Source: an optimization exercise on an open RTL-to-GDS flow (aim: a short achievable clock period). Production flows keep margins and buffers that such runs may drop.
At most, simulation tests tie the RTL to the original design; equivalence was not proved.
The flow treats the clock pin as an ideal source. Dropping or thinning the clock tree relies on that and would not hold on a real chip.
Power and IR drop assume default switching activity.

// systolic_array
module systolic_array
#(
    parameter DATA_BIT = 8
)
(
    input [DATA_BIT-1:0] input_west0,
    input [DATA_BIT-1:0] input_west4,
    input [DATA_BIT-1:0] input_west8,
    input [DATA_BIT-1:0] input_west12,
    input [DATA_BIT-1:0] input_north0,
    input [DATA_BIT-1:0] input_north1,
    input [DATA_BIT-1:0] input_north2,
    input [DATA_BIT-1:0] input_north3,
    input clk,
    input rst,
    output reg done,
    output [2*DATA_BIT-1:0] result0, result1, result2, result3,
                            result4, result5, result6, result7,
                            result8, result9, result10, result11,
                            result12, result13, result14, result15
);
clock: 5.0 ns
lec_check: 0
cap_margin: 20
core_margin: 2
core_utilization: 40
setup_slack_margin: 3.2
slew_margin: 20
run.sh (not shown) runs the stock make flow with config.mk's settings and CLKGATE_MAP_FILE= SYNTH_SCRIPT=/design/flow/synth_recipe.tcl, a recipe that flattens the netlist after the stock synthesis.
Edit:
Settings changed: CTS_CLUSTER_DIAMETER set to 80, CTS_CLUSTER_SIZE set to 30.
After rerunning: The new run went through all stages and came out clean; worst setup slack improves by 0.012 ns; cell count came out lower slightly; non-clock buffer count came out higher by 17; sequential power hardly moves.
Function was not checked in any run of this note: the RTL went through the layout flow alone.

## west
systolic_array, a different RTL version from the one above (not shown whole).
Size in the first run: roughly 320 I/O pins, roughly 79000 µm² of cells after synthesis.
clock: 5.0 ns
lec_check: 0
cap_margin: 20
core_margin: 2
core_utilization: 40
slew_margin: 20
Relative to west, the following input files were edited for middle:
# west
export LEC_CHECK = 0
export CAP_MARGIN = 20
export CORE_MARGIN = 2
export CORE_UTILIZATION = 40
export SLEW_MARGIN = 20
create_clock -name core_clock -period 5.0 [get_ports {clk}]
# middle
export LEC_CHECK = 0
export CAP_MARGIN = 20
export CORE_MARGIN = 2
export CORE_UTILIZATION = 40
export SETUP_SLACK_MARGIN = 3.2
export SLEW_MARGIN = 20
create_clock -name core_clock -period 5.0 [get_ports {clk}]
==> results.txt <==
Looking only at first-pass GRT wire length, and setting everything else aside, the higher value of middle and west goes to middle. ~same worst hold slack in middle and west. Longest individual stage delay on the worst path in middle is 0.23 ns lower than in west. Total power of middle is higher than that of west. Looking at worst setup margin across both flows, middle is the stronger of the two, with west trailing.
No functional check of the RTL was part of any run of this note.

v27:
systolic_array, a different RTL version from the one above (not shown whole).
Size in the first run: ~12000 cells after synthesis, about 2000 flip-flops, about 320 I/O pins, about 0.10 mm^2 of cells after synthesis.
export LEC_CHECK = 0
export ABC_AREA = 1
export CAP_MARGIN = 20
export CORE_MARGIN = 2
export CORE_UTILIZATION = 65
export PLACE_DENSITY = 0.75
export SETUP_SLACK_MARGIN = 2.95
export SLEW_MARGIN = 20
create_clock -name core_clock -period 5.0 [get_ports {clk}]
standard.sh (not shown) runs the stock make flow with config.mk's settings and CLKGATE_MAP_FILE= SYNTH_SCRIPT=/design/flow/synth_recipe.tcl, a recipe that flattens the netlist after the stock synthesis.
==> flow/flow/run.sh <==
#!/bin/bash
# The standard ORFS flow (the standard.sh), except that the clock tree is a
# two-level tree built by flow/manual_cts.tcl (sourced as the PRE_CTS_TCL hook).
set -euo pipefail
here=$(pwd)
bash standard.sh synth > synth.log 2>&1
bash standard.sh floorplan > floorplan.log 2>&1
bash standard.sh place > place.log 2>&1
PRE_CTS_TCL=$here/flow/manual_cts.tcl bash standard.sh cts > cts.log 2>&1
grep -q "manual_cts: clock tree built" orfs/logs/sky130hd/systolic_array/base/4_1_cts.log
bash standard.sh finish > finish.log 2>&1
==> flow/flow/manual_cts.tcl <==
# Manual two-level clock tree: the clock port drives NROOT root buffers, each
# root drives the leaf buffers of one region, and each leaf buffer drives a
# cluster of about LEAF_SIZE neighbouring flip-flops.
set leaf_size [expr {[info exists ::env(MCTS_LEAF_SIZE)] ? $::env(MCTS_LEAF_SIZE) : 28}]
set nroot [expr {[info exists ::env(MCTS_NROOT)] ? $::env(MCTS_NROOT) : 4}]
set bufcell [expr {[info exists ::env(MCTS_BUF)] ? $::env(MCTS_BUF) : "sky130_fd_sc_hd__clkbuf_16"}]
set rootcell [expr {[info exists ::env(MCTS_ROOTBUF)] ? $::env(MCTS_ROOTBUF) : "sky130_fd_sc_hd__clkbuf_16"}]

# Output buffers: move each port's buffer next to the cell that drives it, so the
# buffer (not the flip-flop) drives the long wire to the pin.
if {![info exists ::env(MCTS_MOVE_OUTBUF)] || $::env(MCTS_MOVE_OUTBUF)} {
  set nmoved 0
  set blk [ord::get_db_block]
  foreach bt [$blk getBTerms] {
    if {[$bt getIoType] ne "OUTPUT"} continue
    set onet [$bt getNet]
    if {$onet eq "NULL"} continue
    set drv [$onet getFirstOutput]
    if {$drv eq "NULL"} continue
    set buf [$drv getInst]
    if {![string match *buf* [[$buf getMaster] getName]]} continue
    set ain [$buf findITerm A]
    if {$ain eq "NULL"} continue
    set inet [$ain getNet]
    if {$inet eq "NULL"} continue
    set src [$inet getFirstOutput]
    if {$src eq "NULL"} continue
    lassign [[$src getInst] getLocation] sx sy
    $buf setLocation $sx $sy
    incr nmoved
  }
  puts "manual_cts: moved $nmoved output buffers next to their drivers"
}

set block [ord::get_db_block]
set dbu [$block getDbUnitsPerMicron]
set clk_port_name [get_full_name [lindex [get_property [lindex [all_clocks] 0] sources] 0]]
set clknet [$block findNet $clk_port_name]

# sinks: every instance pin on the clock net, with its location in um
set sinks {}
foreach it [$clknet getITerms] {
  set inst [$it getInst]
  set bb [$inst getBBox]
  set x [expr {([$bb xMin] + [$bb xMax]) / 2.0 / $dbu}]
  set y [expr {([$bb yMin] + [$bb yMax]) / 2.0 / $dbu}]
  lappend sinks [list [$inst getName]/[[$it getMTerm] getName] $x $y]
}
set n [llength $sinks]
puts "manual_cts: $n sinks on $clk_port_name"

# split a list of {name x y} into groups of near-equal size on a grid
proc grid_split {items ngroups} {
  set xs [lsort -real [lmap i $items {lindex $i 1}]]
  set ys [lsort -real [lmap i $items {lindex $i 2}]]
  set w [expr {max(1.0, [lindex $xs end] - [lindex $xs 0])}]
  set h [expr {max(1.0, [lindex $ys end] - [lindex $ys 0])}]
  set nx [expr {max(1, int(round(sqrt($ngroups * $w / $h))))}]
  if {$nx > $ngroups} { set nx $ngroups }
  set ny [expr {int(ceil(double($ngroups) / $nx))}]
  set byx [lsort -real -index 1 $items]
  set m [llength $byx]
  set groups {}
  for {set i 0} {$i < $nx} {incr i} {
    set a [expr {$i * $m / $nx}]
    set b [expr {($i + 1) * $m / $nx - 1}]
    set col [lsort -real -index 2 [lrange $byx $a $b]]
    set mc [llength $col]
    # snake order so neighbouring groups stay close
    for {set j 0} {$j < $ny} {incr j} {
      set c [expr {$j * $mc / $ny}]
      set d [expr {($j + 1) * $mc / $ny - 1}]
      if {$d >= $c} { lappend groups [lrange $col $c $d] }
    }
  }
  return $groups
}

proc centroid {g} {
  set sx 0; set sy 0
  foreach i $g { set sx [expr {$sx + [lindex $i 1]}]; set sy [expr {$sy + [lindex $i 2]}] }
  return [list [expr {$sx / [llength $g]}] [expr {$sy / [llength $g]}]]
}

set nleaf [expr {int(ceil(double($n) / $leaf_size))}]
set leaves {}
set k 0
foreach g [grid_split $sinks $nleaf] {
  lassign [centroid $g] cx cy
  set pins [lmap i $g {get_pins [lindex $i 0]}]
  set name clkleaf_$k
  insert_buffer -buffer_cell $bufcell -net $clk_port_name -load_pins $pins -location [list $cx $cy] -buffer_name $name -net_name clknet_leaf_$k
  set drv [[[$block findITerm [lindex $g 0 0]] getNet] getFirstOutput]
  lappend leaves [list [[$drv getInst] getName]/A $cx $cy]
  incr k
}
puts "manual_cts: $k leaf buffers"
set k 0
foreach g [grid_split $leaves $nroot] {
  lassign [centroid $g] cx cy
  set pins [lmap i $g {get_pins [lindex $i 0]}]
  insert_buffer -buffer_cell $rootcell -net $clk_port_name -load_pins $pins -location [list $cx $cy] -buffer_name clkroot_$k -net_name clknet_root_$k
  incr k
}
puts "manual_cts: $k root buffers"
foreach net [$block getNets] {
  if {[string match clknet_* [$net getName]] || [$net getName] eq $clk_port_name} { $net setSigType CLOCK }
}
set_propagated_clock [all_clocks]

# The tree is complete: TritonCTS, which cts.tcl calls next, has nothing left to do.
rename clock_tree_synthesis triton_clock_tree_synthesis
proc clock_tree_synthesis {args} { puts "manual_cts: clock tree built by manual_cts.tcl" }
Edits applied to the flow inputs when going from v27 to v14:
# v27
export LEC_CHECK = 0
export ABC_AREA = 1
export CAP_MARGIN = 20
export CORE_MARGIN = 2
export CORE_UTILIZATION = 65
export PLACE_DENSITY = 0.75
export SETUP_SLACK_MARGIN = 2.95
export SLEW_MARGIN = 20
create_clock -name core_clock -period 5.0 [get_ports {clk}]
# v14
export LEC_CHECK = 0
export ABC_AREA = 1
export CAP_MARGIN = 20
export CORE_MARGIN = 2
export CORE_UTILIZATION = 65
export PLACE_DENSITY = 0.75
export SETUP_SLACK_MARGIN = 3.2
export SLEW_MARGIN = 20
export TNS_END_PERCENT = 5
create_clock -name core_clock -period 5.0 [get_ports {clk}]
v14 finished every stage and its layout cleared the timing, design-rule and antenna checks.
v27: full flow OK, the timing, design-rule and antenna checks passed
For v27, the cell at the slowest stage of the critical path was sky130_fd_sc_hd__dfrtp_1, unlike v14, where it was sky130_fd_sc_hd__dfstp_2.
On v14: total wire length after detailed routing is 1.8% higher than what v27 gave.
Compared with v27, v14 ends up with a larger final cell area.
Compared with v27, v14 is the more power-hungry design.
> inputs changed (v14 -> v9)
# v14
export LEC_CHECK = 0
export ABC_AREA = 1
export CAP_MARGIN = 20
export CORE_MARGIN = 2
export CORE_UTILIZATION = 65
export PLACE_DENSITY = 0.75
export SETUP_SLACK_MARGIN = 3.2
export SLEW_MARGIN = 20
export TNS_END_PERCENT = 5
create_clock -name core_clock -period 5.0 [get_ports {clk}]
# v9
export LEC_CHECK = 0
export ABC_AREA = 1
export CAP_MARGIN = 20
export CORE_MARGIN = 2
export CORE_UTILIZATION = 65
export PLACE_DENSITY = 0.75
export SETUP_SLACK_MARGIN = 2.95
export SLEW_MARGIN = 20
create_clock -name core_clock -period 5.0 [get_ports {clk}]
-- flow/flow/manual_cts.tcl --
<<< v14, line 6
set bufcell [expr {[info exists ::env(MCTS_BUF)] ? $::env(MCTS_BUF) : "sky130_fd_sc_hd__clkbuf_16"}]
set rootcell [expr {[info exists ::env(MCTS_ROOTBUF)] ? $::env(MCTS_ROOTBUF) : "sky130_fd_sc_hd__clkbuf_16"}]

# Output buffers: move each port's buffer next to the cell that drives it, so the
>>> v9, line 6
set bufcell [expr {[info exists ::env(MCTS_BUF)] ? $::env(MCTS_BUF) : "sky130_fd_sc_hd__clkbuf_16"}]
set rootcell [expr {[info exists ::env(MCTS_ROOTBUF)] ? $::env(MCTS_ROOTBUF) : "sky130_fd_sc_hd__clkbuf_16"}]

# Port buffers that an earlier step left as delay cells become plain buffers.
if {![info exists ::env(MCTS_FIX_IOBUF)] || $::env(MCTS_FIX_IOBUF)} {
  set nfix 0
  foreach bt [[ord::get_db_block] getBTerms] {
    set n [$bt getNet]
    if {$n eq "NULL"} continue
    foreach it [$n getITerms] {
      set inst [$it getInst]
      set mname [[$inst getMaster] getName]
      if {[string match *clkdlybuf* $mname] || [string match *dlygate* $mname] || [string match *dlymetal* $mname]} {
        replace_cell [$inst getName] sky130_fd_sc_hd__buf_6
        incr nfix
      }
    }
  }
  puts "manual_cts: $nfix port buffers made plain buffers"
}

# Output buffers: move each port's buffer next to the cell that drives it, so the
<<< v14, line 58
  set nx [expr {max(1, int(round(sqrt($ngroups * $w / $h))))}]
  if {$nx > $ngroups} { set nx $ngroups }
  set ny [expr {int(ceil(double($ngroups) / $nx))}]
  set byx [lsort -real -index 1 $items]
  set m [llength $byx]
  set groups {}
  for {set i 0} {$i < $nx} {incr i} {
    set a [expr {$i * $m / $nx}]
    set b [expr {($i + 1) * $m / $nx - 1}]
    set col [lsort -real -index 2 [lrange $byx $a $b]]
    set mc [llength $col]
    # snake order so neighbouring groups stay close
    for {set j 0} {$j < $ny} {incr j} {
      set c [expr {$j * $mc / $ny}]
>>> v9, line 76
  set nx [expr {max(1, int(round(sqrt($ngroups * $w / $h))))}]
  if {$nx > $ngroups} { set nx $ngroups }
  set byx [lsort -real -index 1 $items]
  set m [llength $byx]
  set groups {}
  set start 0
  for {set i 0} {$i < $nx} {incr i} {
    # column i gets ny groups and a matching share of the items
    set g0 [expr {$i * $ngroups / $nx}]
    set g1 [expr {($i + 1) * $ngroups / $nx}]
    set ny [expr {$g1 - $g0}]
    set end [expr {$g1 * $m / $ngroups}]
    set col [lsort -real -index 2 [lrange $byx $start [expr {$end - 1}]]]
    set start $end
    set mc [llength $col]
    for {set j 0} {$j < $ny} {incr j} {
      set c [expr {$j * $mc / $ny}]
Findings:
Between v9 and v14, number of setup buffers added after CTS is higher for v9, v14 comes in under that. v14 reports its type of the worst setup path as reg2reg while v9 reports reg2out. Taking v14 as the reference, in v9 endpoint required time on the critical path went down; setup slack on the worst flop-to-flop path up 60 ps; sequential share of layout area shows no meaningful change. Looking only at cell depth of the worst flop-to-flop path, and setting everything else aside, the higher value of v9 and v14 goes to v14. Delta (v9 minus v14): worst hold margin closely matched the old numbers, number of antenna violations at the first check in global routing increased by 2 relative to the old numbers, remaining global-route overflow neither gained nor lost much, multi-input gate share of the layout cell area has decreased, wire length of the first global-routing pass went up.
## Diff of input files: v59 against v9
# v9
export LEC_CHECK = 0
export ABC_AREA = 1
export CAP_MARGIN = 20
export CORE_MARGIN = 2
export CORE_UTILIZATION = 65
export PLACE_DENSITY = 0.75
export SETUP_SLACK_MARGIN = 2.95
export SLEW_MARGIN = 20
create_clock -name core_clock -period 5.0 [get_ports {clk}]
# v59
export LEC_CHECK = 0
export ABC_AREA = 1
export CAP_MARGIN = 20
export CORE_MARGIN = 2
export CORE_UTILIZATION = 65
export PLACE_DENSITY = 0.75
export SETUP_SLACK_MARGIN = 2.8
export SLEW_MARGIN = 20
create_clock -name core_clock -period 5.0 [get_ports {clk}]
Fmax | v59 vs v9 | v59 slower
Going from v9 to v59, count of inserted antenna diode cells fell 1, hold slack shrank by 8.0 ps.
No run of this note takes its clock network from TritonCTS; it comes from the design's own scripts or RTL.

## port drivers added, routing unchanged
How much do the figures lean on ideal ports? The routed layouts below were timed once more, with nothing changed but the port constraints.
Step 1: set_driving_cell puts a clkbuf_16 on clk and a buf_2 on each other input, an assumption about the parent block.
Step 2, shift: input delay + t, output delay - t, t = (earliest + latest rising clock arrival at the registers) / 2. This alone moves slack from input paths to output paths.
a / b / c = ideal ports / drivers / drivers and shift; a / b = the first two.
run | t, ns | setup slack, ns | pins driven straight from the clock port
the first run of note 1 | 0.904 | 2.522 / 2.438 / 2.274 | 1
the second run of note 1 | 0.861 | 2.534 / 2.450 / 2.288 | 1
west | 0.879 | 1.849 / 1.770 / 1.807 | 1
middle | 0.883 | 2.319 / 2.319 / 2.260 | 1
v27 | 0.724 | 2.896 / 2.724 / 2.316 | 4
v14 | 0.728 | 2.871 / 2.706 / 2.266 | 4
v9 | 0.722 | 2.903 / 2.726 / 2.446 | 4
v59 | 0.716 | 2.857 / 2.732 / 2.443 | 4
After both steps setup and hold are still met in every run listed. The setup slack of v14, which loses most, moves by -0.165 ns with the drivers and by -0.605 ns with both steps.
